Source: an optimization exercise on an open RTL-to-GDS flow (aim: small area, a short achievable clock period and few clock cycles per item). Production flows keep margins and buffers that such runs may drop. In this exercise RTL edits were held to simulation tests only and were not proved equivalent to the original. Power is estimated from default activity; no workload was simulated.

<file path="flow/remap.tcl">
# Re-map the combinational logic of a mapped netlist with an area-oriented ABC script.
# Flip-flops (and their instance names) are kept as they are.
yosys -import
set lib $::env(REMAP_LIB)
read_liberty -lib $lib
read_verilog $::env(REMAP_IN)
hierarchy -top $::env(REMAP_TOP)
techmap -map $::env(REMAP_CELLS)
techmap
opt -fast
opt_clean -purge
set du {}
foreach c $::env(REMAP_DONT_USE) { lappend du -dont_use $c }
abc -script $::env(REMAP_ABC) -liberty $lib {*}$du
opt_clean -purge
hilomap -singleton -hicell sky130_fd_sc_hd__conb_1 HI -locell sky130_fd_sc_hd__conb_1 LO
insbuf -buf sky130_fd_sc_hd__buf_4 A X
splitnets
opt_clean -purge
tee -o $::env(REMAP_STAT) stat -liberty $lib
check -assert -mapped
write_verilog -noattr -nohex -nodec $::env(REMAP_OUT)
</file>
<file path="design.v">
module DES_ECB (Clk, Reset, Start, X, KEY, OUT, RDY);
   input         Clk;
   input         Reset;
   input         Start;
   input  [63:0] X, KEY;
   output [63:0] OUT;
   output        RDY;
   reg [31:0] L, R;       
   reg [55:0] CD;         
   reg [3:0]  cnt;        
   reg        busy;
   assign RDY = ~busy;
   wire [63:0] RL = {R, L};
   assign OUT = {RL[24], RL[56], RL[16], RL[48], RL[8], RL[40], RL[0], RL[32], RL[25], RL[57], RL[17], RL[49], RL[9], RL[41], RL[1], RL[33], RL[26], RL[58], RL[18], RL[50], RL[10], RL[42], RL[2], RL[34], RL[27], RL[59], RL[19], RL[51], RL[11], RL[43], RL[3], RL[35], RL[28], RL[60], RL[20], RL[52], RL[12], RL[44], RL[4], RL[36], RL[29], RL[61], RL[21], RL[53], RL[13], RL[45], RL[5], RL[37], RL[30], RL[62], RL[22], RL[54], RL[14], RL[46], RL[6], RL[38], RL[31], RL[63], RL[23], RL[55], RL[15], RL[47], RL[7], RL[39]};
   wire [63:0] ipx = {X[6], X[14], X[22], X[30], X[38], X[46], X[54], X[62], X[4], X[12], X[20], X[28], X[36], X[44], X[52], X[60], X[2], X[10], X[18], X[26], X[34], X[42], X[50], X[58], X[0], X[8], X[16], X[24], X[32], X[40], X[48], X[56], X[7], X[15], X[23], X[31], X[39], X[47], X[55], X[63], X[5], X[13], X[21], X[29], X[37], X[45], X[53], X[61], X[3], X[11], X[19], X[27], X[35], X[43], X[51], X[59], X[1], X[9], X[17], X[25], X[33], X[41], X[49], X[57]};
   wire [55:0] pc1 = {KEY[7], KEY[15], KEY[23], KEY[31], KEY[39], KEY[47], KEY[55], KEY[63], KEY[6], KEY[14], KEY[22], KEY[30], KEY[38], KEY[46], KEY[54], KEY[62], KEY[5], KEY[13], KEY[21], KEY[29], KEY[37], KEY[45], KEY[53], KEY[61], KEY[4], KEY[12], KEY[20], KEY[28], KEY[1], KEY[9], KEY[17], KEY[25], KEY[33], KEY[41], KEY[49], KEY[57], KEY[2], KEY[10], KEY[18], KEY[26], KEY[34], KEY[42], KEY[50], KEY[58], KEY[3], KEY[11], KEY[19], KEY[27], KEY[35], KEY[43], KEY[51], KEY[59], KEY[36], KEY[44], KEY[52], KEY[60]};
   wire [55:0] cd0 = {pc1[54], pc1[53], pc1[52], pc1[51], pc1[50], pc1[49], pc1[48], pc1[47], pc1[46], pc1[45], pc1[44], pc1[43], pc1[42], pc1[41], pc1[40], pc1[39], pc1[38], pc1[37], pc1[36], pc1[35], pc1[34], pc1[33], pc1[32], pc1[31], pc1[30], pc1[29], pc1[28], pc1[55], pc1[26], pc1[25], pc1[24], pc1[23], pc1[22], pc1[21], pc1[20], pc1[19], pc1[18], pc1[17], pc1[16], pc1[15], pc1[14], pc1[13], pc1[12], pc1[11], pc1[10], pc1[9], pc1[8], pc1[7], pc1[6], pc1[5], pc1[4], pc1[3], pc1[2], pc1[1], pc1[0], pc1[27]};   
   wire [47:0] rk = {CD[42], CD[39], CD[45], CD[32], CD[55], CD[51], CD[53], CD[28], CD[41], CD[50], CD[35], CD[46], CD[33], CD[37], CD[44], CD[52], CD[30], CD[48], CD[40], CD[49], CD[29], CD[36], CD[43], CD[54], CD[15], CD[4], CD[25], CD[19], CD[9], CD[1], CD[26], CD[16], CD[5], CD[11], CD[23], CD[8], CD[12], CD[7], CD[17], CD[0], CD[22], CD[3], CD[10], CD[14], CD[6], CD[20], CD[27], CD[24]};   
   wire [47:0] t = {R[0], R[31], R[30], R[29], R[28], R[27], R[28], R[27], R[26], R[25], R[24], R[23], R[24], R[23], R[22], R[21], R[20], R[19], R[20], R[19], R[18], R[17], R[16], R[15], R[16], R[15], R[14], R[13], R[12], R[11], R[12], R[11], R[10], R[9], R[8], R[7], R[8], R[7], R[6], R[5], R[4], R[3], R[4], R[3], R[2], R[1], R[0], R[31]} ^ rk;
   wire [31:0] s;
   function [3:0] S1;
      input [5:0] a;
      begin
         case (a)
           6'd0: S1 = 4'd14;
           6'd1: S1 = 4'd0;
           6'd2: S1 = 4'd4;
           6'd3: S1 = 4'd15;
           6'd4: S1 = 4'd13;
           6'd5: S1 = 4'd7;
           6'd6: S1 = 4'd1;
           6'd7: S1 = 4'd4;
           6'd8: S1 = 4'd2;
           6'd9: S1 = 4'd14;
           6'd10: S1 = 4'd15;
           6'd11: S1 = 4'd2;
           6'd12: S1 = 4'd11;
           6'd13: S1 = 4'd13;
           6'd14: S1 = 4'd8;
           6'd15: S1 = 4'd1;
           6'd16: S1 = 4'd3;
           6'd17: S1 = 4'd10;
           6'd18: S1 = 4'd10;
           6'd19: S1 = 4'd6;
           6'd20: S1 = 4'd6;
           6'd21: S1 = 4'd12;
           6'd22: S1 = 4'd12;
           6'd23: S1 = 4'd11;
           6'd24: S1 = 4'd5;
           6'd25: S1 = 4'd9;
           6'd26: S1 = 4'd9;
           6'd27: S1 = 4'd5;
           6'd28: S1 = 4'd0;
           6'd29: S1 = 4'd3;
           6'd30: S1 = 4'd7;
           6'd31: S1 = 4'd8;
           6'd32: S1 = 4'd4;
           6'd33: S1 = 4'd15;
           6'd34: S1 = 4'd1;
           6'd35: S1 = 4'd12;
           6'd36: S1 = 4'd14;
           6'd37: S1 = 4'd8;
           6'd38: S1 = 4'd8;
           6'd39: S1 = 4'd2;
           6'd40: S1 = 4'd13;
           6'd41: S1 = 4'd4;
           6'd42: S1 = 4'd6;
           6'd43: S1 = 4'd9;
           6'd44: S1 = 4'd2;
           6'd45: S1 = 4'd1;
           6'd46: S1 = 4'd11;
           6'd47: S1 = 4'd7;
           6'd48: S1 = 4'd15;
           6'd49: S1 = 4'd5;
           6'd50: S1 = 4'd12;
           6'd51: S1 = 4'd11;
           6'd52: S1 = 4'd9;
           6'd53: S1 = 4'd3;
           6'd54: S1 = 4'd7;
           6'd55: S1 = 4'd14;
           6'd56: S1 = 4'd3;
           6'd57: S1 = 4'd10;
           6'd58: S1 = 4'd10;
           6'd59: S1 = 4'd0;
           6'd60: S1 = 4'd5;
           6'd61: S1 = 4'd6;
           6'd62: S1 = 4'd0;
           6'd63: S1 = 4'd13;
         endcase
      end
   endfunction
   function [3:0] S2;
      input [5:0] a;
      begin
         case (a)
           6'd0: S2 = 4'd15;
           6'd1: S2 = 4'd3;
           6'd2: S2 = 4'd1;
           6'd3: S2 = 4'd13;
           6'd4: S2 = 4'd8;
           6'd5: S2 = 4'd4;
           6'd6: S2 = 4'd14;
           6'd7: S2 = 4'd7;
           6'd8: S2 = 4'd6;
           6'd9: S2 = 4'd15;
           6'd10: S2 = 4'd11;
           6'd11: S2 = 4'd2;
           6'd12: S2 = 4'd3;
           6'd13: S2 = 4'd8;
           6'd14: S2 = 4'd4;
           6'd15: S2 = 4'd14;
           6'd16: S2 = 4'd9;
           6'd17: S2 = 4'd12;
           6'd18: S2 = 4'd7;
           6'd19: S2 = 4'd0;
           6'd20: S2 = 4'd2;
           6'd21: S2 = 4'd1;
           6'd22: S2 = 4'd13;
           6'd23: S2 = 4'd10;
           6'd24: S2 = 4'd12;
           6'd25: S2 = 4'd6;
           6'd26: S2 = 4'd0;
           6'd27: S2 = 4'd9;
           6'd28: S2 = 4'd5;
           6'd29: S2 = 4'd11;
           6'd30: S2 = 4'd10;
           6'd31: S2 = 4'd5;
           6'd32: S2 = 4'd0;
           6'd33: S2 = 4'd13;
           6'd34: S2 = 4'd14;
           6'd35: S2 = 4'd8;
           6'd36: S2 = 4'd7;
           6'd37: S2 = 4'd10;
           6'd38: S2 = 4'd11;
           6'd39: S2 = 4'd1;
           6'd40: S2 = 4'd10;
           6'd41: S2 = 4'd3;
           6'd42: S2 = 4'd4;
           6'd43: S2 = 4'd15;
           6'd44: S2 = 4'd13;
           6'd45: S2 = 4'd4;
           6'd46: S2 = 4'd1;
           6'd47: S2 = 4'd2;
           6'd48: S2 = 4'd5;
           6'd49: S2 = 4'd11;
           6'd50: S2 = 4'd8;
           6'd51: S2 = 4'd6;
           6'd52: S2 = 4'd12;
           6'd53: S2 = 4'd7;
           6'd54: S2 = 4'd6;
           6'd55: S2 = 4'd12;
           6'd56: S2 = 4'd9;
           6'd57: S2 = 4'd0;
           6'd58: S2 = 4'd3;
           6'd59: S2 = 4'd5;
           6'd60: S2 = 4'd2;
           6'd61: S2 = 4'd14;
           6'd62: S2 = 4'd15;
           6'd63: S2 = 4'd9;
         endcase
      end
   endfunction
   function [3:0] S3;
      input [5:0] a;
      begin
         case (a)
           6'd0: S3 = 4'd10;
           6'd1: S3 = 4'd13;
           6'd2: S3 = 4'd0;
           6'd3: S3 = 4'd7;
           6'd4: S3 = 4'd9;
           6'd5: S3 = 4'd0;
           6'd6: S3 = 4'd14;
           6'd7: S3 = 4'd9;
           6'd8: S3 = 4'd6;
           6'd9: S3 = 4'd3;
           6'd10: S3 = 4'd3;
           6'd11: S3 = 4'd4;
           6'd12: S3 = 4'd15;
           6'd13: S3 = 4'd6;
           6'd14: S3 = 4'd5;
           6'd15: S3 = 4'd10;
           6'd16: S3 = 4'd1;
           6'd17: S3 = 4'd2;
           6'd18: S3 = 4'd13;
           6'd19: S3 = 4'd8;
           6'd20: S3 = 4'd12;
           6'd21: S3 = 4'd5;
           6'd22: S3 = 4'd7;
           6'd23: S3 = 4'd14;
           6'd24: S3 = 4'd11;
           6'd25: S3 = 4'd12;
           6'd26: S3 = 4'd4;
           6'd27: S3 = 4'd11;
           6'd28: S3 = 4'd2;
           6'd29: S3 = 4'd15;
           6'd30: S3 = 4'd8;
           6'd31: S3 = 4'd1;
           6'd32: S3 = 4'd13;
           6'd33: S3 = 4'd1;
           6'd34: S3 = 4'd6;
           6'd35: S3 = 4'd10;
           6'd36: S3 = 4'd4;
           6'd37: S3 = 4'd13;
           6'd38: S3 = 4'd9;
           6'd39: S3 = 4'd0;
           6'd40: S3 = 4'd8;
           6'd41: S3 = 4'd6;
           6'd42: S3 = 4'd15;
           6'd43: S3 = 4'd9;
           6'd44: S3 = 4'd3;
           6'd45: S3 = 4'd8;
           6'd46: S3 = 4'd0;
           6'd47: S3 = 4'd7;
           6'd48: S3 = 4'd11;
           6'd49: S3 = 4'd4;
           6'd50: S3 = 4'd1;
           6'd51: S3 = 4'd15;
           6'd52: S3 = 4'd2;
           6'd53: S3 = 4'd14;
           6'd54: S3 = 4'd12;
           6'd55: S3 = 4'd3;
           6'd56: S3 = 4'd5;
           6'd57: S3 = 4'd11;
           6'd58: S3 = 4'd10;
           6'd59: S3 = 4'd5;
           6'd60: S3 = 4'd14;
           6'd61: S3 = 4'd2;
           6'd62: S3 = 4'd7;
           6'd63: S3 = 4'd12;
         endcase
      end
   endfunction
   function [3:0] S4;
      input [5:0] a;
      begin
         case (a)
           6'd0: S4 = 4'd7;
           6'd1: S4 = 4'd13;
           6'd2: S4 = 4'd13;
           6'd3: S4 = 4'd8;
           6'd4: S4 = 4'd14;
           6'd5: S4 = 4'd11;
           6'd6: S4 = 4'd3;
           6'd7: S4 = 4'd5;
           6'd8: S4 = 4'd0;
           6'd9: S4 = 4'd6;
           6'd10: S4 = 4'd6;
           6'd11: S4 = 4'd15;
           6'd12: S4 = 4'd9;
           6'd13: S4 = 4'd0;
           6'd14: S4 = 4'd10;
           6'd15: S4 = 4'd3;
           6'd16: S4 = 4'd1;
           6'd17: S4 = 4'd4;
           6'd18: S4 = 4'd2;
           6'd19: S4 = 4'd7;
           6'd20: S4 = 4'd8;
           6'd21: S4 = 4'd2;
           6'd22: S4 = 4'd5;
           6'd23: S4 = 4'd12;
           6'd24: S4 = 4'd11;
           6'd25: S4 = 4'd1;
           6'd26: S4 = 4'd12;
           6'd27: S4 = 4'd10;
           6'd28: S4 = 4'd4;
           6'd29: S4 = 4'd14;
           6'd30: S4 = 4'd15;
           6'd31: S4 = 4'd9;
           6'd32: S4 = 4'd10;
           6'd33: S4 = 4'd3;
           6'd34: S4 = 4'd6;
           6'd35: S4 = 4'd15;
           6'd36: S4 = 4'd9;
           6'd37: S4 = 4'd0;
           6'd38: S4 = 4'd0;
           6'd39: S4 = 4'd6;
           6'd40: S4 = 4'd12;
           6'd41: S4 = 4'd10;
           6'd42: S4 = 4'd11;
           6'd43: S4 = 4'd1;
           6'd44: S4 = 4'd7;
           6'd45: S4 = 4'd13;
           6'd46: S4 = 4'd13;
           6'd47: S4 = 4'd8;
           6'd48: S4 = 4'd15;
           6'd49: S4 = 4'd9;
           6'd50: S4 = 4'd1;
           6'd51: S4 = 4'd4;
           6'd52: S4 = 4'd3;
           6'd53: S4 = 4'd5;
           6'd54: S4 = 4'd14;
           6'd55: S4 = 4'd11;
           6'd56: S4 = 4'd5;
           6'd57: S4 = 4'd12;
           6'd58: S4 = 4'd2;
           6'd59: S4 = 4'd7;
           6'd60: S4 = 4'd8;
           6'd61: S4 = 4'd2;
           6'd62: S4 = 4'd4;
           6'd63: S4 = 4'd14;
         endcase
      end
   endfunction
   function [3:0] S5;
      input [5:0] a;
      begin
         case (a)
           6'd0: S5 = 4'd2;
           6'd1: S5 = 4'd14;
           6'd2: S5 = 4'd12;
           6'd3: S5 = 4'd11;
           6'd4: S5 = 4'd4;
           6'd5: S5 = 4'd2;
           6'd6: S5 = 4'd1;
           6'd7: S5 = 4'd12;
           6'd8: S5 = 4'd7;
           6'd9: S5 = 4'd4;
           6'd10: S5 = 4'd10;
           6'd11: S5 = 4'd7;
           6'd12: S5 = 4'd11;
           6'd13: S5 = 4'd13;
           6'd14: S5 = 4'd6;
           6'd15: S5 = 4'd1;
           6'd16: S5 = 4'd8;
           6'd17: S5 = 4'd5;
           6'd18: S5 = 4'd5;
           6'd19: S5 = 4'd0;
           6'd20: S5 = 4'd3;
           6'd21: S5 = 4'd15;
           6'd22: S5 = 4'd15;
           6'd23: S5 = 4'd10;
           6'd24: S5 = 4'd13;
           6'd25: S5 = 4'd3;
           6'd26: S5 = 4'd0;
           6'd27: S5 = 4'd9;
           6'd28: S5 = 4'd14;
           6'd29: S5 = 4'd8;
           6'd30: S5 = 4'd9;
           6'd31: S5 = 4'd6;
           6'd32: S5 = 4'd4;
           6'd33: S5 = 4'd11;
           6'd34: S5 = 4'd2;
           6'd35: S5 = 4'd8;
           6'd36: S5 = 4'd1;
           6'd37: S5 = 4'd12;
           6'd38: S5 = 4'd11;
           6'd39: S5 = 4'd7;
           6'd40: S5 = 4'd10;
           6'd41: S5 = 4'd1;
           6'd42: S5 = 4'd13;
           6'd43: S5 = 4'd14;
           6'd44: S5 = 4'd7;
           6'd45: S5 = 4'd2;
           6'd46: S5 = 4'd8;
           6'd47: S5 = 4'd13;
           6'd48: S5 = 4'd15;
           6'd49: S5 = 4'd6;
           6'd50: S5 = 4'd9;
           6'd51: S5 = 4'd15;
           6'd52: S5 = 4'd12;
           6'd53: S5 = 4'd0;
           6'd54: S5 = 4'd5;
           6'd55: S5 = 4'd9;
           6'd56: S5 = 4'd6;
           6'd57: S5 = 4'd10;
           6'd58: S5 = 4'd3;
           6'd59: S5 = 4'd4;
           6'd60: S5 = 4'd0;
           6'd61: S5 = 4'd5;
           6'd62: S5 = 4'd14;
           6'd63: S5 = 4'd3;
         endcase
      end
   endfunction
   function [3:0] S6;
      input [5:0] a;
      begin
         case (a)
           6'd0: S6 = 4'd12;
           6'd1: S6 = 4'd10;
           6'd2: S6 = 4'd1;
           6'd3: S6 = 4'd15;
           6'd4: S6 = 4'd10;
           6'd5: S6 = 4'd4;
           6'd6: S6 = 4'd15;
           6'd7: S6 = 4'd2;
           6'd8: S6 = 4'd9;
           6'd9: S6 = 4'd7;
           6'd10: S6 = 4'd2;
           6'd11: S6 = 4'd12;
           6'd12: S6 = 4'd6;
           6'd13: S6 = 4'd9;
           6'd14: S6 = 4'd8;
           6'd15: S6 = 4'd5;
           6'd16: S6 = 4'd0;
           6'd17: S6 = 4'd6;
           6'd18: S6 = 4'd13;
           6'd19: S6 = 4'd1;
           6'd20: S6 = 4'd3;
           6'd21: S6 = 4'd13;
           6'd22: S6 = 4'd4;
           6'd23: S6 = 4'd14;
           6'd24: S6 = 4'd14;
           6'd25: S6 = 4'd0;
           6'd26: S6 = 4'd7;
           6'd27: S6 = 4'd11;
           6'd28: S6 = 4'd5;
           6'd29: S6 = 4'd3;
           6'd30: S6 = 4'd11;
           6'd31: S6 = 4'd8;
           6'd32: S6 = 4'd9;
           6'd33: S6 = 4'd4;
           6'd34: S6 = 4'd14;
           6'd35: S6 = 4'd3;
           6'd36: S6 = 4'd15;
           6'd37: S6 = 4'd2;
           6'd38: S6 = 4'd5;
           6'd39: S6 = 4'd12;
           6'd40: S6 = 4'd2;
           6'd41: S6 = 4'd9;
           6'd42: S6 = 4'd8;
           6'd43: S6 = 4'd5;
           6'd44: S6 = 4'd12;
           6'd45: S6 = 4'd15;
           6'd46: S6 = 4'd3;
           6'd47: S6 = 4'd10;
           6'd48: S6 = 4'd7;
           6'd49: S6 = 4'd11;
           6'd50: S6 = 4'd0;
           6'd51: S6 = 4'd14;
           6'd52: S6 = 4'd4;
           6'd53: S6 = 4'd1;
           6'd54: S6 = 4'd10;
           6'd55: S6 = 4'd7;
           6'd56: S6 = 4'd1;
           6'd57: S6 = 4'd6;
           6'd58: S6 = 4'd13;
           6'd59: S6 = 4'd0;
           6'd60: S6 = 4'd11;
           6'd61: S6 = 4'd8;
           6'd62: S6 = 4'd6;
           6'd63: S6 = 4'd13;
         endcase
      end
   endfunction
   function [3:0] S7;
      input [5:0] a;
      begin
         case (a)
           6'd0: S7 = 4'd4;
           6'd1: S7 = 4'd13;
           6'd2: S7 = 4'd11;
           6'd3: S7 = 4'd0;
           6'd4: S7 = 4'd2;
           6'd5: S7 = 4'd11;
           6'd6: S7 = 4'd14;
           6'd7: S7 = 4'd7;
           6'd8: S7 = 4'd15;
           6'd9: S7 = 4'd4;
           6'd10: S7 = 4'd0;
           6'd11: S7 = 4'd9;
           6'd12: S7 = 4'd8;
           6'd13: S7 = 4'd1;
           6'd14: S7 = 4'd13;
           6'd15: S7 = 4'd10;
           6'd16: S7 = 4'd3;
           6'd17: S7 = 4'd14;
           6'd18: S7 = 4'd12;
           6'd19: S7 = 4'd3;
           6'd20: S7 = 4'd9;
           6'd21: S7 = 4'd5;
           6'd22: S7 = 4'd7;
           6'd23: S7 = 4'd12;
           6'd24: S7 = 4'd5;
           6'd25: S7 = 4'd2;
           6'd26: S7 = 4'd10;
           6'd27: S7 = 4'd15;
           6'd28: S7 = 4'd6;
           6'd29: S7 = 4'd8;
           6'd30: S7 = 4'd1;
           6'd31: S7 = 4'd6;
           6'd32: S7 = 4'd1;
           6'd33: S7 = 4'd6;
           6'd34: S7 = 4'd4;
           6'd35: S7 = 4'd11;
           6'd36: S7 = 4'd11;
           6'd37: S7 = 4'd13;
           6'd38: S7 = 4'd13;
           6'd39: S7 = 4'd8;
           6'd40: S7 = 4'd12;
           6'd41: S7 = 4'd1;
           6'd42: S7 = 4'd3;
           6'd43: S7 = 4'd4;
           6'd44: S7 = 4'd7;
           6'd45: S7 = 4'd10;
           6'd46: S7 = 4'd14;
           6'd47: S7 = 4'd7;
           6'd48: S7 = 4'd10;
           6'd49: S7 = 4'd9;
           6'd50: S7 = 4'd15;
           6'd51: S7 = 4'd5;
           6'd52: S7 = 4'd6;
           6'd53: S7 = 4'd0;
           6'd54: S7 = 4'd8;
           6'd55: S7 = 4'd15;
           6'd56: S7 = 4'd0;
           6'd57: S7 = 4'd14;
           6'd58: S7 = 4'd5;
           6'd59: S7 = 4'd2;
           6'd60: S7 = 4'd9;
           6'd61: S7 = 4'd3;
           6'd62: S7 = 4'd2;
           6'd63: S7 = 4'd12;
         endcase
      end
   endfunction
   function [3:0] S8;
      input [5:0] a;
      begin
         case (a)
           6'd0: S8 = 4'd13;
           6'd1: S8 = 4'd1;
           6'd2: S8 = 4'd2;
           6'd3: S8 = 4'd15;
           6'd4: S8 = 4'd8;
           6'd5: S8 = 4'd13;
           6'd6: S8 = 4'd4;
           6'd7: S8 = 4'd8;
           6'd8: S8 = 4'd6;
           6'd9: S8 = 4'd10;
           6'd10: S8 = 4'd15;
           6'd11: S8 = 4'd3;
           6'd12: S8 = 4'd11;
           6'd13: S8 = 4'd7;
           6'd14: S8 = 4'd1;
           6'd15: S8 = 4'd4;
           6'd16: S8 = 4'd10;
           6'd17: S8 = 4'd12;
           6'd18: S8 = 4'd9;
           6'd19: S8 = 4'd5;
           6'd20: S8 = 4'd3;
           6'd21: S8 = 4'd6;
           6'd22: S8 = 4'd14;
           6'd23: S8 = 4'd11;
           6'd24: S8 = 4'd5;
           6'd25: S8 = 4'd0;
           6'd26: S8 = 4'd0;
           6'd27: S8 = 4'd14;
           6'd28: S8 = 4'd12;
           6'd29: S8 = 4'd9;
           6'd30: S8 = 4'd7;
           6'd31: S8 = 4'd2;
           6'd32: S8 = 4'd7;
           6'd33: S8 = 4'd2;
           6'd34: S8 = 4'd11;
           6'd35: S8 = 4'd1;
           6'd36: S8 = 4'd4;
           6'd37: S8 = 4'd14;
           6'd38: S8 = 4'd1;
           6'd39: S8 = 4'd7;
           6'd40: S8 = 4'd9;
           6'd41: S8 = 4'd4;
           6'd42: S8 = 4'd12;
           6'd43: S8 = 4'd10;
           6'd44: S8 = 4'd14;
           6'd45: S8 = 4'd8;
           6'd46: S8 = 4'd2;
           6'd47: S8 = 4'd13;
           6'd48: S8 = 4'd0;
           6'd49: S8 = 4'd15;
           6'd50: S8 = 4'd6;
           6'd51: S8 = 4'd12;
           6'd52: S8 = 4'd10;
           6'd53: S8 = 4'd9;
           6'd54: S8 = 4'd13;
           6'd55: S8 = 4'd0;
           6'd56: S8 = 4'd15;
           6'd57: S8 = 4'd3;
           6'd58: S8 = 4'd3;
           6'd59: S8 = 4'd5;
           6'd60: S8 = 4'd5;
           6'd61: S8 = 4'd6;
           6'd62: S8 = 4'd8;
           6'd63: S8 = 4'd11;
         endcase
      end
   endfunction
   assign s = {S1(t[47:42]), S2(t[41:36]), S3(t[35:30]), S4(t[29:24]),
               S5(t[23:18]), S6(t[17:12]), S7(t[11:6]), S8(t[5:0])};
   wire [31:0] f = {s[16], s[25], s[12], s[11], s[3], s[20], s[4], s[15], s[31], s[17], s[9], s[6], s[27], s[14], s[1], s[22], s[30], s[24], s[8], s[18], s[0], s[5], s[29], s[23], s[13], s[19], s[2], s[26], s[10], s[21], s[28], s[7]};   
   wire rot1 = (cnt == 4'd0) | (cnt == 4'd7) | (cnt == 4'd14);
   wire [55:0] cd_r1 = {CD[54], CD[53], CD[52], CD[51], CD[50], CD[49], CD[48], CD[47], CD[46], CD[45], CD[44], CD[43], CD[42], CD[41], CD[40], CD[39], CD[38], CD[37], CD[36], CD[35], CD[34], CD[33], CD[32], CD[31], CD[30], CD[29], CD[28], CD[55], CD[26], CD[25], CD[24], CD[23], CD[22], CD[21], CD[20], CD[19], CD[18], CD[17], CD[16], CD[15], CD[14], CD[13], CD[12], CD[11], CD[10], CD[9], CD[8], CD[7], CD[6], CD[5], CD[4], CD[3], CD[2], CD[1], CD[0], CD[27]};
   wire [55:0] cd_r2 = {CD[53], CD[52], CD[51], CD[50], CD[49], CD[48], CD[47], CD[46], CD[45], CD[44], CD[43], CD[42], CD[41], CD[40], CD[39], CD[38], CD[37], CD[36], CD[35], CD[34], CD[33], CD[32], CD[31], CD[30], CD[29], CD[28], CD[55], CD[54], CD[25], CD[24], CD[23], CD[22], CD[21], CD[20], CD[19], CD[18], CD[17], CD[16], CD[15], CD[14], CD[13], CD[12], CD[11], CD[10], CD[9], CD[8], CD[7], CD[6], CD[5], CD[4], CD[3], CD[2], CD[1], CD[0], CD[27], CD[26]};
   always @(posedge Clk) begin
      if (Reset)
         busy <= 1'b0;
      else if (Start)
         busy <= 1'b1;
      else if (cnt == 4'd15)
         busy <= 1'b0;
      if (Start)
         cnt <= 4'd0;
      else
         cnt <= cnt + 4'd1;
      if (Start)
         CD <= cd0;
      else
         CD <= rot1 ? cd_r1 : cd_r2;
      if (Start)
         {L, R} <= ipx;
      else if (busy)
         {L, R} <= {R, L ^ f};
   end
endmodule
</file>
<file path="config.mk">
export PLATFORM = sky130hd
export DESIGN_NAME = DES_ECB
export DESIGN_NICKNAME = DES_ECB
export VERILOG_FILES = /design/flow/design.v
export SDC_FILE = /design/flow/constraint.sdc
export NUM_CORES = 4
export LEC_CHECK = 0
export CAP_MARGIN = 20
export CORE_MARGIN = 2
export CORE_UTILIZATION = 40
export SETUP_SLACK_MARGIN = 3
export SLEW_MARGIN = 20
</file>
<file path="constraint.sdc">
create_clock -name core_clock -period 6.0 [get_ports {Clk}]
set_input_delay 1.2000 -clock core_clock [delete_from_list [all_inputs] [get_ports {Clk}]]
set_output_delay 1.2000 -clock core_clock [all_outputs]
set_load 0.01 [all_outputs]
</file>
<file path="flow/dont_use.txt">
 sky130_fd_sc_hd__probe_p_8 sky130_fd_sc_hd__probec_p_8 sky130_fd_sc_hd__lpflow_bleeder_1 sky130_fd_sc_hd__lpflow_clkbufkapwr_1 sky130_fd_sc_hd__lpflow_clkbufkapwr_16 sky130_fd_sc_hd__lpflow_clkbufkapwr_2 sky130_fd_sc_hd__lpflow_clkbufkapwr_4 sky130_fd_sc_hd__lpflow_clkbufkapwr_8 sky130_fd_sc_hd__lpflow_clkinvkapwr_1 sky130_fd_sc_hd__lpflow_clkinvkapwr_16 sky130_fd_sc_hd__lpflow_clkinvkapwr_2 sky130_fd_sc_hd__lpflow_clkinvkapwr_4 sky130_fd_sc_hd__lpflow_clkinvkapwr_8 sky130_fd_sc_hd__lpflow_decapkapwr_12 sky130_fd_sc_hd__lpflow_decapkapwr_3 sky130_fd_sc_hd__lpflow_decapkapwr_4 sky130_fd_sc_hd__lpflow_decapkapwr_6 sky130_fd_sc_hd__lpflow_decapkapwr_8 sky130_fd_sc_hd__lpflow_inputiso0n_1 sky130_fd_sc_hd__lpflow_inputiso0p_1 sky130_fd_sc_hd__lpflow_inputiso1n_1 sky130_fd_sc_hd__lpflow_inputiso1p_1 sky130_fd_sc_hd__lpflow_inputisolatch_1 sky130_fd_sc_hd__lpflow_isobufsrc_1 sky130_fd_sc_hd__lpflow_isobufsrc_16 sky130_fd_sc_hd__lpflow_isobufsrc_2 sky130_fd_sc_hd__lpflow_isobufsrc_4 sky130_fd_sc_hd__lpflow_isobufsrc_8 sky130_fd_sc_hd__lpflow_isobufsrckapwr_16 sky130_fd_sc_hd__lpflow_lsbuf_lh_hl_isowell_tap_1 sky130_fd_sc_hd__lpflow_lsbuf_lh_hl_isowell_tap_2 sky130_fd_sc_hd__lpflow_lsbuf_lh_hl_isowell_tap_4 sky130_fd_sc_hd__lpflow_lsbuf_lh_isowell_4 sky130_fd_sc_hd__lpflow_lsbuf_lh_isowell_tap_1 sky130_fd_sc_hd__lpflow_lsbuf_lh_isowell_tap_2 sky130_fd_sc_hd__lpflow_lsbuf_lh_isowell_tap_4 # 
</file>
<file path="flow/run.sh">
#!/bin/bash
# Own layout flow: the standard synthesis, then the combinational logic is
# re-mapped with an area-oriented ABC script (flip-flops and their names are kept),
# then the standard layout from floorplan to finish on the re-mapped netlist.
set -uo pipefail
W=$(pwd)
F=$W/flow
LIB=$FLOW_HOME/platforms/$FLOW_PLATFORM/lib/sky130_fd_sc_hd__tt_025C_1v80.lib
R=$W/orfs/results/$FLOW_PLATFORM/DES_ECB/base

bash standard.sh synth > $W/std_synth.log 2>&1 || { echo "standard synth failed"; exit 1; }
cp $R/1_2_yosys.v $W/netlist_std.v

# functional models of the library's combinational cells, for techmap
yosys -p "read_liberty -ignore_miss_func $LIB; delete sky130_fd_sc_hd__*df* sky130_fd_sc_hd__*dl* sky130_fd_sc_hd__lpflow_inputisolatch_1 sky130_fd_sc_hd__*probe*; write_verilog -noattr $W/combcells.v" > $W/combcells.log 2>&1 || { echo "cell models failed"; exit 1; }

REMAP_CELLS=$W/combcells.v REMAP_LIB=$LIB REMAP_IN=$W/netlist_std.v REMAP_TOP=$FLOW_TOP \
REMAP_DONT_USE="$(cat $F/dont_use.txt)" REMAP_ABC=$F/remap.abc REMAP_OUT=$W/netlist_remap.v \
REMAP_STAT=$W/remap_stat.txt yosys -c $F/remap.tcl > $W/remap.log 2>&1 || { echo "remap failed"; exit 1; }

cp $W/netlist_remap.v $R/1_2_yosys.v
rm -f $R/1_synth.odb
bash standard.sh > $W/std_layout.log 2>&1 || { echo "layout failed"; tail -20 $W/std_layout.log; exit 1; }
</file>
<file path="standard.sh">
#!/bin/bash
# synth_recipe.tcl (not shown) runs the flow's synth.tcl, then flattens the netlist and writes it again
# the make line also repeats each setting of config.mk as NAME=value (left out here)
make -C /OpenROAD-flow-scripts/flow DESIGN_CONFIG=/design/flow/config.mk WORK_HOME=/design/flow/orfs CLKGATE_MAP_FILE= SYNTH_SCRIPT=/design/flow/synth_recipe.tcl "${@:-finish}"
</file>
<file path="flow/remap.abc">
strash
dch -f
map -a
mfs2 -a
strash
dch -f
map -a
mfs2 -a
strash
dch -f
map -a
mfs2 -a
strash
dch -f
map -a
mfs2 -a
strash
dch -f
map -a
mfs2 -a
strash
dch -f
map -a
topo
stime -c
</file>
==> results of run 1 <==
-- area by class of cell --
cell class                 count  area, um2  area share
multi-input combinational   1079       5344      0.4370
sequential                   125       3143      0.2570
timing repair buffer         208       2043      0.1671
inverter                     178      691.9     0.05658
clock buffer                  20      489.2     0.04001
tap                          285      356.6     0.02916
clock inverter                12      157.7     0.01289
antenna                        1      2.502   0.0002046
-- metal layers --
layer	GRT usage	part of all wire	up-vias
met5	0	0	-
met4	0.06614	0.016	0
met3	0.05099	0.070	27
met2	0.4205	0.46	382
met1	0.3433	0.45	4571
li1	-	-	5204
-- layout by cell type, fill, tap and decap left out, types with 6 or more instances in the layout --
| cell | n |
|---|---|
| nand2_1 | 348 |
| o21ai_0 | 245 |
| clkdlybuf4s50_1 | 186 |
| nor2_1 | 176 |
| clkinv_1 | 167 |
| a21oi_1 | 69 |
| edfxtp_1 | 64 |
| dfxtp_1 | 61 |
| nand3_1 | 35 |
| xnor2_1 | 21 |
| nor3_1 | 21 |
| buf_4 | 20 |
| o211ai_1 | 19 |
| xor2_1 | 19 |
| clkbuf_16 | 19 |
| mux2i_1 | 17 |
| a31oi_1 | 15 |
| clkinvlp_4 | 9 |
| o31ai_1 | 9 |
| nand2_2 | 8 |
| a22oi_1 | 7 |
| a211oi_1 | 7 |
| o22ai_1 | 6 |
| nor2_2 | 6 |
| o311ai_0 | 6 |
-- metrics by stage --
| stage | setup slack (ns) | util | std cells | hold WS, ns | area, um2 |
|---|---|---|---|---|---|
| finish | 3.157 | 0.5451 | 1908 | 0.4405 | 12230 |
| floorplan | 3.319 | - | 1384 | 0.4172 | 9072 |
| CTS | 3.008 | 0.5350 | 1892 | 0.4447 | 12000 |
| global route | 2.966 | 0.5450 | 1907 | 0.4740 | 12230 |
| global placement | 2.848 | 0.5056 | 1860 | 0.4301 | 11340 |
| detailed placement | 2.820 | 0.5056 | 1860 | 0.4361 | 11340 |
-- state kept, by name, indices dropped and copies added, names as in the netlist --
signal  cells
CD         56
L          32
R          32
cnt         4
busy        1
-- critical path, cell delays in order, from the launching register on --
cell and delay [ns]:
edfxtp_1 0.46, clkinv_1 0.13, nand2_1 0.07, nand2_2 0.15
clkinv_1 0.21, nor2_4 0.19, nor2_4 0.06, nor3_1 0.24
a21oi_1 0.10, nand2_1 0.07, a22oi_1 0.08, a2111oi_1 0.46
a31oi_2 0.11, xor2_1 0.15, o21ai_0 0.09
-- power by group --
group | total, mW | leakage, nW | switching (mW) | internal, mW
registers | 1.32 | 1.17 | 0.188 | 1.13
clock network | 1.14 | 0.308 | 0.420 | 0.716
logic | 3.36 | 3.24 | 2.11 | 1.25
total | 5.82 | 4.72 | 2.72 | 3.10
-- final timing paths --
kind / depth (start not counted) / endpoint / startpoint
setup / recovery: 14 / R[18] / R[12]
hold / removal: 1 / cnt[0] / cnt[0]
setup reg to reg: 14 / R[18] / R[12]
hold reg to reg: 1 / cnt[0] / cnt[0]
-- repair_timing --
item	4_1_cts	5_1_grt
setup buffers	0	15
pin swaps	0	0
gates resized for setup	3	37
endpoints found under the hold margin	0	0
endpoints found under the setup margin	2	16
==> results.txt, run 1 <==
status=timing/DRC/antenna clean; row count=55; H-tree levels=4; CP Capture Type=flop; GPL Wtd Cong=0.9471; Setup violations, final=0; min-delay worst type=reg -> reg; Starting Density=0.4035; syn nets=1515; Tcrit/Tclk final=0.4739; Worst-path clk slew=~0.06 ns; unrepaired setup endpoints after global routing=no; Worst Path Arrival=2.99 ns; largest net degree at the start of global routing=138; measured slew at the worst slew-check pin=just under 1 ns; average size of a mapped cell=6.541 um2; DR iter-0 viols=978; post-route clock skew=0.01498 ns; Syn Std Cell Area=~9100 um2; Leakage Power=roughly 4.7 nW; DRC Markers=0; worst-case clock buffer depth=2; nets=1740; Peak VDD IR=198.9 uV; max cap viols=0; Fillers=2250; Port Buffer Count=187; Final Hold Vio Count=0; Max FO, Critical Path=6; yosys warns=1; via count=10180; fin crit period=2.843 ns; CTS Hold Bufs=0; total CTS buffers=17; Pwr Total=5.822 mW; Final Max Slew Viols=0; die outline width=154.4 um; power per cell area=476.1 nW/um2; Post-DP HPWL=23.09 mm; Wirelength per Cell=16.32 um; Peak Freq=351.7 MHz; ANT nets after route=0; WS Path Type=reg -> reg; Die Y=roughly 150 um; drt via density=5.338; Sinks on Clock Net=about 130; Fin Setup TNS=0 ns; worst skew pair latency=0.43 ns; gr usage total=0.2551; Crit path required time=6.15 ns; die area=~24000 um2; Total Wirelength=31.13 mm; gr ovfl total=0; first-pass GRT wire length=between 40 and 50 mm; Root Driver=clkbuf_16; core area=around 22000 um2; Slew HR=0.3565; I/O pins=196; number of global-route vias before repair=9246; critical path startpoint category=flop; worst reg2reg setup slack=roughly 3.2 ns; antenna violations before repair=1; TritonCTS clock tree=done; Mapped Cells=between 1000 and 1500; DRT Pass-1 Iters=6; Synth-to-Final Area Change=35.08%; layout cells sized above 1=0.05795
Testbench counts, summed over its fixed seeds: cycles 8,704, items 512.
==> run 2: changes to the inputs <==
--- a/flow/run.sh
+++ b/flow/run.sh
@@ -20,4 +20,5 @@
 
 cp $W/netlist_remap.v $R/1_2_yosys.v
 rm -f $R/1_synth.odb
+export BUFFER_PORTS_ARGS="-buffer_cell sky130_fd_sc_hd__buf_1"
 bash standard.sh > $W/std_layout.log 2>&1 || { echo "layout failed"; tail -20 $W/std_layout.log; exit 1; }
--- a/config.mk
+++ b/config.mk
@@ -8,5 +8,4 @@
 export CAP_MARGIN = 20
 export CORE_MARGIN = 2
 export CORE_UTILIZATION = 40
-export SETUP_SLACK_MARGIN = 3
 export SLEW_MARGIN = 20
==> results.txt, run 2 <==
status=timing/DRC/antenna clean; worst slack, placed=2.447 ns; largest net degree at the start of global routing=93; die outline width=roughly 150 um; CTS Hold Bufs=0; Crit path required time=6.14 ns; Wirelength per Cell=15.98 um; Fin Setup TNS=0 ns; commonest non-fill, non-tap cells in the layout=356 x nand2_1, 247 x o21ai_0, 186 x nor2_1, 186 x buf_1, 177 x clkinv_1; gr ovfl total=0; crit path from=R[1]; worst skew pair latency=around 0.43 ns; Setup Buffers After CTS=0; layout cells sized above 1=0.02862; gr usage total=0.2495; DRC Markers=0; Sinks on Clock Net=125; Worst path max stage delay=between 0.8 and 0.9 ns; number of global-route vias before repair=9100; row count=55; CP Capture Type=flop; DRT Pass-1 Iters=7; dpl cell area=10160 um2; Layout Cells excl Fill=approximately 1900; fin crit period=3.569 ns; Max FO, Critical Path=12; ANT nets after route=0; drt via density=5.414; CP Cell Sequence=clkinv_1 > nor2_1 > nor2_1 > clkinv_1 > nor2_1 > nor3_1 > o311ai_1 > xor2_1 > o21ai_0; Internal Power=2.730 mW; Worst-path clk slew=0.06 ns; most common cell after layout, fill and taps aside=nand2_1; Syn Std Cell Area=9052 um2; die area=23850 um2; Post-DP HPWL=23.28 mm; yosys warns=1; CP delay by family, top=simple AND/OR/NAND/NOR gates; core area=22430 um2; post-layout instance area=around 11000 um2; unrepaired setup endpoints after global routing=no; CP Buf/Inv Count=2; critical path startpoint category=flop; CP Capture Point=R[27]; sequential fraction of design power=0.247; Final Max Slew Viols=0; R2R depth=9; Peak Freq=280.2 MHz; H-tree levels=4; I/O pins=approximately 200; GPL Wtd Cong=0.9338; first-pass GRT wire length=47.29 mm; antenna violations before repair=0; worst r2r src=R[1]; min-delay worst type=reg -> reg; Starting Density=0.4035; power per cell area=between 400 and 500 nW/um2; Comb pwr share=0.557; Cells after DPL=1860; Setup violations, final=0; Clock power frac=0.195; measured slew at the worst slew-check pin=0.9869 ns; Synth-to-Final Area Change=18.88%; Die Y=154.4 um; Hold Slack=0.4515 ns; Final Hold Vio Count=0; WS Path Type=reg -> reg; Total Wirelength=30.23 mm; Peak VDD IR=195.2 uV; Port Buffer Count=around 190; nets=around 1700; TritonCTS clock tree=done; Sw Ratio=0.4926; Final WS setup=roughly 2.4 ns; via count=10240; max cap viols=0; worst-case clock buffer depth=2; Crit-path slowest cell=o311ai_1; total CTS buffers=17; average size of a mapped cell=6.541 um2; Worst Path Arrival=3.70 ns; max reg flops=56; worst r2r dst=R[27]; Slew HR=0.3317; post-layout util=0.4797; Pwr Total=5.380 mW; Leakage Power=slightly above 4 nW; number of diodes=0; # resized after CTS=0; DR iter-0 viols=976; Crit path top cell by count=nor2_1; Largest Register=CD; Net Switching=2.651 mW; worst reg2reg setup slack=2.43 ns; Tcrit/Tclk final=0.5948; syn nets=1515; post-route clock skew=0.009624 ns; Mapped Cells=between 1000 and 1500; WP depth=9; Root Driver=clkbuf_16
## run 2: cell types whose count changed in the layout (fill, tap and decap cells not counted), moves of 3 or more
cell             delta
nor2_2              -6
nor2_4              -4
nand2_1             +8
buf_1             +186
clkinvlp_4          -8
clkdlybuf4s50_1   -186
clkinv_1           +10
nand2_2             -8
buf_4              -14
inv_2               -3
nor2_1             +10
## run 2: worst min path at each step
| stage | startpoint | to | cells past startpoint |
|---|---|---|---|
| 6_report | cnt[0] | cnt[0] | 1 |
| 5_1_grt | cnt[0] | cnt[0] | 1 |
| 4_1_cts | cnt[0] | cnt[0] | 1 |
| 3_5_place_dp | cnt[0] | cnt[0] | 1 |
| 3_3_place_gp | cnt[0] | cnt[0] | 1 |
| 2_1_floorplan | cnt[0] | cnt[0] | 1 |
## run 2: layout make-up
class	instances	area, um2
Sequential cell	125	3143
Clock inverter	12	110.1
Inverter	178	668.1
Timing Repair Buffer	193	750.7
Fill cell	2303	11670
Clock buffer	20	489.2
Multi-Input combinational cell	1079	5244
Tap cell	285	356.6
## run 2: per-layer routing
layer / share of wire / wire [um] / vias up / global-route usage
met2: 0.46 / 14030 / 433 / 0.4105
met1: 0.45 / 13620 / 4592 / 0.3354
met4: 0.023 / 700 / 0 / 0.08201
met5: 0 / 0 / - / 0
li1: - / - / 5172 / -
met3: 0.062 / 1884 / 46 / 0.04007
## run 2: power by group through the flow
stage / clock network, mW / logic (mW) / registers [mW]
2_1_floorplan: 0 / 2.10 / 1.34
6_report: 1.05 / 3.00 / 1.33
3_5_place_dp: 0 / 2.95 / 1.35
3_3_place_gp: 0 / 2.98 / 1.34
4_1_cts: 1.07 / 2.96 / 1.33
5_1_grt: 1.10 / 3.37 / 1.35
==> run 3: changes to the inputs <==
--- a/config.mk
+++ b/config.mk
@@ -8,4 +8,5 @@
 export CAP_MARGIN = 20
 export CORE_MARGIN = 2
 export CORE_UTILIZATION = 40
+export SETUP_SLACK_MARGIN = 3
 export SLEW_MARGIN = 20
==> results.txt, run 3 <==
status=timing/DRC/antenna clean; CP Capture Type=flop; Worst-path clk slew=roughly 0.060 ns; CP delay by family, top=simple AND/OR/NAND/NOR gates; Starting Density=0.4035; R2R depth=15; DRT Pass-1 Iters=5; post-route clock skew=between 0.01 and 0.015 ns; antenna violations before repair=2; Total Wirelength=30.36 mm; max cap viols=0; worst skew pair latency=between 0.4 and 0.5 ns; gr ovfl total=0; gr usage total=0.2519; crit path from=R[12]; Root Driver=clkbuf_16; row count=55; min-delay worst type=reg -> reg; GPL Wtd Cong=approximately 0.9; Leakage Power=4.175 nW; Die Y=154.4 um; max reg flops=56; Max FO, Critical Path=6; Hold Path Stages=1; largest net degree at the start of global routing=between 90 and 100; Synth-to-Final Area Change=21.27%; H-tree levels=4; ANT nets after route=0; critical path startpoint category=flop; Layout Cells excl Fill=1897; first-pass GRT wire length=48.27 mm; WP depth=15; post-layout util=0.4893; drt via density=5.396; Cells after DPL=about 1900; Port Buffer Count=approximately 190; Syn Std Cell Area=approximately 9100 um2; total CTS buffers=17; Fin Setup TNS=0 ns; syn nets=1515; DR iter-0 viols=809; power per cell area=515.4 nW/um2; Worst Path Arrival=3.07 ns; Sinks on Clock Net=125; met3 Use GR=0.05492; die outline width=about 150 um; Crit-path slowest cell=edfxtp_1; Setup violations, final=0; TritonCTS clock tree=done; GR Layer Usage met1=0.3438; Final Hold Vio Count=0; Peak VDD IR=201.7 uV; CP Buf/Inv Count=4; Largest Register=CD; Slew HR=0.3271; average size of a mapped cell=~6.5 um2; Mapped Cells=~1400; nets=1728; most common cell after layout, fill and taps aside=nand2_1; measured slew at the worst slew-check pin=1.009 ns; worst-case clock buffer depth=2; CP Capture Point=R[18]; Wirelength per Cell=16.00 um; core area=around 22000 um2; Peak Freq=between 300 and 400 MHz; DRC Markers=0; Tcrit/Tclk final=0.4853; commonest non-fill, non-tap cells in the layout=354 x nand2_1, 243 x o21ai_0, 186 x buf_1, 173 x nor2_1, 169 x clkinv_1; worst r2r dst=R[18]; Post-DP HPWL=23.00 mm; yosys warns=1; grt met2 use=0.3977; unrepaired setup endpoints after global routing=yes; WS Path Type=reg -> reg; fin crit period=2.912 ns; Crit path required time=roughly 6 ns; via count=10240; Final Max Slew Viols=0; I/O pins=196; CP Cell Sequence=clkinv_1 > nand2_1 > nand2_1 > clkinv_1 > nor2_2 > clkinv_1 > nor2_1 > o21ai_0 > nand3_1 > o21ai_0 > inv_2 > nand4_1 > a31oi_1 > xor2_1 > o21ai_0; die area=23850 um2; layout cells sized above 1=0.04658; Worst path max stage delay=0.47 ns; grt peak-use layer=met2; worst reg2reg setup slack=3.09 ns; worst r2r src=R[12]; number of global-route vias before repair=9276
-- run 3: layout make-up --
cell class | instances | area [um2]
fill | 2347 | 11460
multi-input combinational | 1079 | 5319
sequential | 125 | 3143
timing repair buffer | 196 | 773.2
inverter | 178 | 685.7
clock buffer | 18 | 429.2
tap | 285 | 356.6
clock inverter | 14 | 266.5
antenna | 2 | 5.005
-- run 3: worst min-delay path by stage --
stage | start | to | slack, ns
3_5_place_dp | cnt[0] | cnt[0] | 0.44
6_report | cnt[0] | cnt[0] | 0.45
4_1_cts | cnt[0] | cnt[0] | 0.45
2_1_floorplan | cnt[0] | cnt[0] | 0.42
3_3_place_gp | cnt[0] | cnt[0] | 0.43
5_1_grt | cnt[0] | cnt[0] | 0.48
-- run 3: repair_timing --
action,4_1_cts,5_1_grt
hold buffers,0,0
gates resized for setup,4,29
setup buffers,0,2
setup endpoints to repair,4,17
-- run 3: stage by stage --
step	cell area, um2	hold slack, ns	power (mW)	worst slack [ns]
2_1_floorplan	9072	0.4172	3.430	3.319
3_3_place_gp	10170	0.4277	4.336	2.740
3_5_place_dp	10170	0.4393	4.300	2.764
4_1_cts	10880	0.4484	5.575	3.013
5_1_grt	10970	0.4757	6.125	2.855
6_report	10980	0.4462	5.658	3.088
-- run 3: report_power, final --
group | leakage [nW] | total (mW) | switching, mW | internal [mW]
Sequential | 1.17 | 1.32 | 0.188 | 1.13
Combinational | 2.67 | 3.09 | 2.08 | 1.00
Clock | 0.334 | 1.25 | 0.427 | 0.824
Total | 4.18 | 5.66 | 2.70 | 2.96
-- run 3: layer usage --
layer | up-vias | wire length (um)
met5 | - | 0
met4 | 0 | 732
met3 | 46 | 2187
met2 | 404 | 13730
met1 | 4606 | 13710
li1 | 5180 | -
==> run 4: changes to the inputs <==
--- a/config.mk
+++ b/config.mk
@@ -7,6 +7,7 @@
 export LEC_CHECK = 0
 export CAP_MARGIN = 20
 export CORE_MARGIN = 2
-export CORE_UTILIZATION = 40
+export CORE_UTILIZATION = 55
+export CTS_BUF_LIST = sky130_fd_sc_hd__clkbuf_4 sky130_fd_sc_hd__clkbuf_8
 export SETUP_SLACK_MARGIN = 3
 export SLEW_MARGIN = 20
==> results.txt, run 4 <==
DRT Pass-1 Iters=5; I/O pins=between 150 and 200; measured slew at the worst slew-check pin=0.9687 ns; DR iter-0 viols=890; via count=10390; Cells after DPL=~1800; number of global-route vias before repair=approximately 9000; WS Path Type=reg -> reg; Final WS setup=a little over 3 ns; syn nets=1515; Layout Cells excl Fill=approximately 1800; max cap viols=0; unrepaired setup endpoints after global routing=yes; GPL Wtd Cong=0.9943; max reg flops=56; gr usage total=0.3097; Peak VDD IR=roughly 280 uV; Final Hold Vio Count=0; first-pass GRT wire length=43.69 mm; critical path startpoint category=flop; Tcrit/Tclk final=0.4867; Worst path max stage delay=0.48 ns; Root Driver=clkbuf_8; CP delay by family, top=buffers and inverters; Starting Density=0.5658; Worst-path clk slew=0.07 ns; ANT nets after route=0; CP Buf/Inv Count=3; largest net degree at the start of global routing=96; Setup violations, final=0; Final Max Slew Viols=0; Fillers=around 1500; nets=1733; min-delay worst type=reg -> reg; Post-DP HPWL=20.77 mm; status=timing/DRC/antenna clean; core area=16000 um2; area of the multi-input gates=roughly 5300 um2; Port Buffer Count=roughly 190; Max FO, Critical Path=10; yosys warns=1; Crit path required time=6.17 ns; Pwr Total=~5.2 mW; worst slack, placed=2.675 ns; power per cell area=488.1 nW/um2; layout cells sized above 1=0.05015; fin crit period=2.920 ns; gr ovfl total=0; Comb pwr share=0.589; most common cell after layout, fill and taps aside=nand2_1; Total Wirelength=between 20 and 30 mm; die outline width=about 130 um; Internal Power=about 2.6 mW; Peak Freq=342.5 MHz; DRC Markers=0; drt via density=between 5 and 6; Net Switching=2.574 mW; CTS Hold Bufs=0; Leakage Power=between 4 and 5 nW; sequential fraction of design power=0.254; Sequential Area=3144 um2; antenna violations before repair=1; post-layout util=0.6656; Sw Ratio=0.4952; Wirelength per Cell=15.30 um; Crit-path slowest cell=xor2_1; Clock power frac=0.157; worst-case clock buffer depth=2; TritonCTS clock tree=done; H-tree levels=4; Worst Path Arrival=roughly 3.1 ns; dpl cell area=10060 um2; die area=17500 um2; Synth-to-Final Area Change=17.65%; CP Capture Type=flop; worst skew pair latency=0.46 ns; Syn Std Cell Area=9052 um2; post-layout instance area=10650 um2; Sinks on Clock Net=125; Mapped Cells=1384; Largest Register=CD; CP Cell Sequence=buf_4 > xor2_1 > clkinv_1 > nor2_1 > clkinv_1 > nor2_1 > o21ai_0 > a31oi_1 > xnor2_1 > o21ai_0; total CTS buffers=17; row count=46; Slew HR=0.3542; post-route clock skew=0.01163 ns; Hold Slack=0.4504 ns; Fin Setup TNS=0 ns; Die Y=132.3 um; commonest non-fill, non-tap cells in the layout=352 x nand2_1, 245 x o21ai_0, 186 x buf_1, 174 x nor2_1, 168 x clkinv_1; number of diodes=0; average size of a mapped cell=6.541 um2
[run 4: area by class of cell]
class	instances	area share
Multi-Input combinational cell	1079	0.4982
Sequential cell	125	0.2952
Timing Repair Buffer	201	0.07613
Inverter	178	0.06426
Clock buffer	26	0.03066
Tap cell	216	0.02538
Clock inverter	6	0.01010
[run 4: repair_timing]
item	CTS	global route
setup endpoints to repair	4	10
gates resized for setup	2	32
pin swaps	0	0
buffers inserted	0	10
[run 4: path summary, 6_finish.rpt]
kind	startpoint	to	slack (ns)	depth (start not counted)
worst min register to register	cnt[0]	cnt[0]	0.45	1
worst max-delay path	R[19]	R[12]	3.08	10
worst max register to register	R[19]	R[12]	3.08	10
worst min-delay path	cnt[0]	cnt[0]	0.45	1
[run 4: per-layer routing]
metal | part of all wire | wire length [um] | vias to the layer above | track usage
met1 | 0.42 | 11690 | 4585 | 0.4041
met5 | 0.00046 | 13 | - | 0
li1 | - | - | 5184 | -
met2 | 0.45 | 12710 | 534 | 0.4948
met4 | 0.044 | 1241 | 2 | 0.1458
met3 | 0.084 | 2360 | 89 | 0.06267
[run 4: power by group through the flow]
stage / clock, mW / combinational (mW) / sequential [mW]
floorplan: 0 / 2.10 / 1.33
global placement: 0 / 2.87 / 1.34
detailed placement: 0 / 2.88 / 1.34
CTS: 0.825 / 2.90 / 1.32
global route: 0.856 / 3.41 / 1.34
finish: 0.815 / 3.06 / 1.32
==> run 5: changes to the inputs <==
==> flow/dont_use.txt (replaced) <==
 sky130_fd_sc_hd__probe_p_8 sky130_fd_sc_hd__probec_p_8 sky130_fd_sc_hd__lpflow_bleeder_1 sky130_fd_sc_hd__lpflow_clkbufkapwr_1 sky130_fd_sc_hd__lpflow_clkbufkapwr_16 sky130_fd_sc_hd__lpflow_clkbufkapwr_2 sky130_fd_sc_hd__lpflow_clkbufkapwr_4 sky130_fd_sc_hd__lpflow_clkbufkapwr_8 sky130_fd_sc_hd__lpflow_clkinvkapwr_1 sky130_fd_sc_hd__lpflow_clkinvkapwr_16 sky130_fd_sc_hd__lpflow_clkinvkapwr_2 sky130_fd_sc_hd__lpflow_clkinvkapwr_4 sky130_fd_sc_hd__lpflow_clkinvkapwr_8 sky130_fd_sc_hd__lpflow_decapkapwr_12 sky130_fd_sc_hd__lpflow_decapkapwr_3 sky130_fd_sc_hd__lpflow_decapkapwr_4 sky130_fd_sc_hd__lpflow_decapkapwr_6 sky130_fd_sc_hd__lpflow_decapkapwr_8 sky130_fd_sc_hd__lpflow_inputiso0n_1 sky130_fd_sc_hd__lpflow_inputiso0p_1 sky130_fd_sc_hd__lpflow_inputiso1n_1 sky130_fd_sc_hd__lpflow_inputiso1p_1 sky130_fd_sc_hd__lpflow_inputisolatch_1 sky130_fd_sc_hd__lpflow_isobufsrc_1 sky130_fd_sc_hd__lpflow_isobufsrc_16 sky130_fd_sc_hd__lpflow_isobufsrc_2 sky130_fd_sc_hd__lpflow_isobufsrc_4 sky130_fd_sc_hd__lpflow_isobufsrc_8 sky130_fd_sc_hd__lpflow_isobufsrckapwr_16 sky130_fd_sc_hd__lpflow_lsbuf_lh_hl_isowell_tap_1 sky130_fd_sc_hd__lpflow_lsbuf_lh_hl_isowell_tap_2 sky130_fd_sc_hd__lpflow_lsbuf_lh_hl_isowell_tap_4 sky130_fd_sc_hd__lpflow_lsbuf_lh_isowell_4 sky130_fd_sc_hd__lpflow_lsbuf_lh_isowell_tap_1 sky130_fd_sc_hd__lpflow_lsbuf_lh_isowell_tap_2 sky130_fd_sc_hd__lpflow_lsbuf_lh_isowell_tap_4
--- a/config.mk
+++ b/config.mk
@@ -9,5 +9,5 @@
 export CORE_MARGIN = 2
 export CORE_UTILIZATION = 55
 export CTS_BUF_LIST = sky130_fd_sc_hd__clkbuf_4 sky130_fd_sc_hd__clkbuf_8
-export SETUP_SLACK_MARGIN = 3
+export SETUP_SLACK_MARGIN = 3.3
 export SLEW_MARGIN = 20
==> results.txt, run 5 <==
Fillers=1427; number of global-route vias before repair=about 9000; layout cells sized above 1=0.1048; DRT Pass-1 Iters=6; critical path startpoint category=flop; fin crit period=roughly 2.6 ns; measured slew at the worst slew-check pin=1.036 ns; worst r2r src=R[11]; max cap viols=0; gr usage total=0.3131; Port Buffer Count=187; area of the multi-input gates=5559 um2; first-pass GRT wire length=44.13 mm; Cells after DPL=1789; status=timing/DRC/antenna clean; Post-DP HPWL=20.77 mm; Tcrit/Tclk final=0.4351; average size of a mapped cell=6.541 um2; worst-case clock buffer depth=2; Peak Freq=383.0 MHz; Worst path max stage delay=about 0.42 ns; Starting Density=0.5658; Total Wirelength=29.15 mm; GPL Wtd Cong=about 0.99; Mapped Cells=approximately 1400; Root Driver=clkbuf_8; Final Max Slew Viols=0; unrepaired setup endpoints after global routing=yes; min-delay worst type=reg -> reg; Worst Path Arrival=2.80 ns; ANT nets after route=0; Peak VDD IR=277.7 uV; largest net degree at the start of global routing=96; crit path from=R[11]; Setup violations, final=0; Max FO, Critical Path=5; Slew HR=0.3096; Wirelength per Cell=about 16 um; antenna violations before repair=1; DR iter-0 viols=approximately 1000; WS Path Type=reg -> reg; worst reg2reg setup slack=3.39 ns; TritonCTS clock tree=done; Crit path required time=slightly above 6 ns; max reg flops=56; Layout Cells excl Fill=1848; Sinks on Clock Net=125; Syn Std Cell Area=9052 um2; post-route clock skew=0.01113 ns; yosys warns=1; Fin Setup TNS=0 ns; nets=1750; Leakage Power=~4.2 nW; Crit path top cell by count=clkinv_1; total CTS buffers=17; number of diodes=0; R2R depth=15; Die Y=132.3 um; CP Capture Point=R[18]; core area=16000 um2; Sequential Area=~3100 um2; I/O pins=196; die outline width=132.3 um; row count=46; dpl cell area=a little over 10000 um2; drt via density=5.700; Worst-path clk slew=0.07 ns; CTS Hold Bufs=0; Crit-path slowest cell=edfxtp_1; CP Capture Type=flop; Largest Register=CD; H-tree levels=4; gr ovfl total=0; die area=17500 um2; power per cell area=495.0 nW/um2; most common cell after layout, fill and taps aside=nand2_1; worst skew pair latency=0.45 ns; commonest non-fill, non-tap cells in the layout=340 x nand2_1, 240 x o21ai_0, 186 x buf_1, 148 x clkinv_1, 148 x nor2_1; post-layout instance area=around 11000 um2; Synth-to-Final Area Change=22.45%; worst r2r dst=R[18]; Final Hold Vio Count=0; Pwr Total=5.487 mW; via count=10530; syn nets=1515; DRC Markers=0; CP Cell Sequence=clkinv_1 > nand2_1 > nand2_2 > clkinvlp_4 > nor2_4 > nor2_4 > clkinv_1 > nor2_1 > o21ai_0 > o21ai_1 > clkinv_1 > nand4_1 > a31oi_2 > xor2_1 > o21ai_0
## run 5: worst max-delay path, delay by kind of cell, from the launching register on
kind                   cells  cell delay [ns]
flip-flops                 1             0.42
AO/OA/AOI/OAI              4             0.49
buffers and inverters      4             0.54
AND/OR/NAND/NOR            6             0.77
XOR/XNOR                   1             0.14
## run 5: final cells by class
cell class,count,share of cell area
multi-input combinational,1079,0.5015
sequential,125,0.2838
timing repair buffer,217,0.08613
inverter,178,0.06457
clock buffer,26,0.02946
tap,216,0.02438
clock inverter,6,0.009708
timing repair inverter,1,0.0004515
## run 5: metrics by stage
stage            util  hold WS [ns]  worst slack [ns]
6_report       0.6928        0.4499             3.389
5_1_grt        0.6928        0.4686             3.147
4_1_cts        0.6645        0.4597             3.313
3_5_place_dp   0.6289        0.4407             2.675
3_3_place_gp   0.6289        0.4274             2.634
2_1_floorplan       -        0.4172             3.319
## run 5: how the worst min path moves through the flow
stage            from  endpoint  slack (ns)  depth (start not counted)
2_1_floorplan  cnt[0]    cnt[0]        0.42                          1
3_3_place_gp   cnt[0]    cnt[0]        0.43                          1
3_5_place_dp   cnt[0]    cnt[0]        0.44                          1
4_1_cts        cnt[0]    cnt[0]        0.46                          1
5_1_grt        cnt[0]    cnt[0]        0.47                          1
6_report       cnt[0]    cnt[0]        0.45                          1
## run 5: metal layers
metal / GRT usage / share of wire
met5: 0 / 0.00045
met4: 0.1434 / 0.042
met3: 0.06228 / 0.087
met2: 0.5052 / 0.46
met1: 0.4066 / 0.41
## run 5: power by group
| group | leakage (nW) | internal [mW] | switching [mW] |
|---|---|---|---|
| clock network | 0.224 | 0.478 | 0.338 |
| registers | 1.17 | 1.13 | 0.182 |
| logic | 2.85 | 1.15 | 2.21 |
## run 5: timing repair
| action | in CTS | in global routing |
|---|---|---|
| gates cloned | 0 | 1 |
| gates resized for setup | 38 | 98 |
| pin swaps | 1 | 10 |
| endpoints found under the setup margin | 65 | 75 |
| buffers inserted | 3 | 23 |
==> run 6: changes to the inputs <==
--- a/config.mk
+++ b/config.mk
@@ -9,5 +9,5 @@
 export CORE_MARGIN = 2
 export CORE_UTILIZATION = 55
 export CTS_BUF_LIST = sky130_fd_sc_hd__clkbuf_4 sky130_fd_sc_hd__clkbuf_8
-export SETUP_SLACK_MARGIN = 3.3
+export SETUP_SLACK_MARGIN = 3.6
 export SLEW_MARGIN = 20
==> results.txt, run 6 <==
Hold Path Origin=cnt[0]; R2R depth=15; total CTS buffers=17; Crit path top cell by count=buf_6; dpl cell area=between 10000 and 15000 um2; worst r2r dst=R[2]; Layout Cells excl Fill=1919; critical path startpoint category=flop; min-delay worst type=reg -> reg; first-pass GRT wire length=46.99 mm; Root Driver=clkbuf_8; average size of a mapped cell=6.541 um2; fin crit period=2.504 ns; commonest non-fill, non-tap cells in the layout=312 x nand2_1, 201 x o21ai_0, 178 x buf_1, 110 x clkinv_1, 109 x nor2_1; CP Capture Type=output port; gr ovfl total=0; worst reg2reg setup slack=3.52 ns; Starting Density=0.5658; die area=approximately 18000 um2; Tcrit/Tclk final=0.4173; Hold Slack=0.4606 ns; max reg flops=56; Peak VDD IR=286.4 uV; Comb pwr share=0.662; power per cell area=520.5 nW/um2; unrepaired setup endpoints after global routing=yes; antenna violations before repair=0; Worst Hold End=cnt[0]; row count=46; Sw Ratio=0.4955; syn nets=between 1500 and 2000; Net Switching=roughly 3.2 mW; WS Path Type=reg -> out; post-layout util=0.7767; Final Max Slew Viols=0; measured slew at the worst slew-check pin=between 0.8 and 0.9 ns; nets=1821; Crit-path slowest cell=edfxtp_1; Wirelength per Cell=around 17 um; gr usage total=0.3285; Worst-path clk slew=0.08 ns; H-tree levels=4; post-route clock skew=0.01879 ns; CP Cell Sequence=buf_4 > buf_6 > buf_6; Worst Path Arrival=~1.3 ns; Post-DP HPWL=between 20 and 25 mm; number of global-route vias before repair=9717; Syn Std Cell Area=~9100 um2; Internal Power=3.263 mW; Pwr Total=6.468 mW; Max FO, Critical Path=3; worst skew pair latency=0.47 ns; Largest Register=CD; ANT nets after route=0; via count=11170; GPL Wtd Cong=~0.99; die outline width=between 100 and 150 um; TritonCTS clock tree=done; I/O pins=196; sequential fraction of design power=0.203; layout cells sized above 1=0.2267; largest net degree at the start of global routing=~130; Mapped Cells=1384; Crit path required time=4.80 ns; Hold Path Stages=1; Setup violations, final=0; yosys warns=1; post-layout instance area=12430 um2; Final Hold Vio Count=0; Slew HR=0.4123; Leakage Power=4.884 nW; CP delay by family, top=flip-flops; Sinks on Clock Net=125; Total Wirelength=31.74 mm; Peak Freq=399.4 MHz; DR iter-0 viols=1073; status=timing/DRC/antenna clean; most common cell after layout, fill and taps aside=nand2_1; DRC Markers=0; drt via density=a little under 6; Clock power frac=0.135; number of diodes=0; max cap viols=0; worst slack, placed=between 2 and 3 ns; Final WS setup=3.496 ns; CP Buf/Inv Count=3; Worst path max stage delay=between 0.4 and 0.5 ns; Synth-to-Final Area Change=37.28%; Port Buffer Count=187; DRT Pass-1 Iters=6; core area=16000 um2; Fin Setup TNS=0 ns; worst-case clock buffer depth=2; worst r2r src=R[19]; Cells after DPL=1791; Die Y=132.3 um
run 6: power groups by stage:
stage                     Clock, mW  Combinational [mW]  Sequential [mW]
after floorplan                   0                2.11             1.33
after global placement            0                2.94             1.33
after detailed placement          0                2.93             1.33
after CTS                     0.875                3.39             1.30
after global routing          0.911                4.62             1.33
final                         0.873                4.28             1.31
run 6: layer usage:
metal,vias up,GRT usage,part of all wire
met5,-,0,0
met4,0,0.1135,0.040
met1,5058,0.4133,0.38
met2,641,0.5732,0.49
li1,5361,-,-
met3,109,0.05267,0.089
run 6: worst max-delay path by stage:
stage | startpoint | depth (start not counted) | endpoint
6_report | R[12] | 3 | OUT[26]
2_1_floorplan | cnt[0] | 5 | CD[13]
3_3_place_gp | R[1] | 10 | R[27]
3_5_place_dp | Start | 6 | R[8]
5_1_grt | R[19] | 15 | R[2]
4_1_cts | CD[24] | 15 | R[27]
run 6: layout make-up:
type / count / area, um2
fill: 1178 / 3573
inverter: 178 / 785.8
timing repair buffer: 289 / 1590
clock inverter: 14 / 217.7
sequential: 125 / 3146
tap: 216 / 270.3
clock buffer: 18 / 241.5
multi-input combinational: 1079 / 6176
run 6: worst register-to-register path: stages (launching register included):
cell and delay (ns):
edfxtp_1 0.46, clkinv_2 0.09, nand2_2 0.06, nand2_4 0.11, clkinv_4 0.08, nor2_4 0.21
nor2_4 0.09, a211oi_2 0.25, nor3_2 0.07, inv_2 0.07, o21ai_2 0.05, a21oi_1 0.17
o21ai_1 0.09, o22ai_2 0.21, xnor2_1 0.16, o21ai_1 0.07
run 6: what timing repair did:
item | CTS | global route
hold buffers | 0 | 0
endpoints found under the hold margin | 0 | 0
setup endpoints to repair | 32 | 42
setup buffers | 37 | 59
pin swaps | 18 | 68
gates cloned | 0 | 0
resized for setup | 152 | 253

what the ideal ports hide:
In the flow no input, the clock included, has a driving cell. The finished layouts below were timed again as built, in two steps.
Step 1: set_driving_cell puts a clkbuf_16 on Clk and a buf_2 on each other input, an assumption about the parent block.
Step 2 times the ports against the registers' clock, not the clock port: input delays grow and output delays shrink by t, the midpoint of the rising clock arrivals with the driver on.
a / b / c = ideal / step 1 / step 2; a / b = the first two.
run	t (ns)	setup slack, ns	hold slack, ns	clock arrival spread, ns	worst register clock-pin slew, ns
run 1	0.464	3.157 / 3.157 / 2.733	0.441 / 0.441 / 0.441	0.015 / 0.015	0.07 / 0.07
run 2	0.467	2.431 / 2.431 / 2.431	0.451 / 0.451 / 0.451	0.011 / 0.010	0.06 / 0.06
run 3	0.467	3.088 / 3.088 / 2.803	0.446 / 0.446 / 0.446	0.013 / 0.014	0.07 / 0.07
run 4	0.494	3.080 / 3.080 / 2.734	0.450 / 0.450 / 0.450	0.013 / 0.012	0.08 / 0.08
run 5	0.491	3.389 / 3.389 / 2.918	0.450 / 0.450 / 0.450	0.011 / 0.011	0.08 / 0.08
run 6	0.507	3.496 / 3.454 / 3.153	0.461 / 0.461 / 0.461	0.019 / 0.020	0.09 / 0.09
After both steps every run listed still meets setup and hold. For run 5, which loses most, drivers alone change the setup slack by 0.000 ns; drivers and shift together by -0.471 ns.
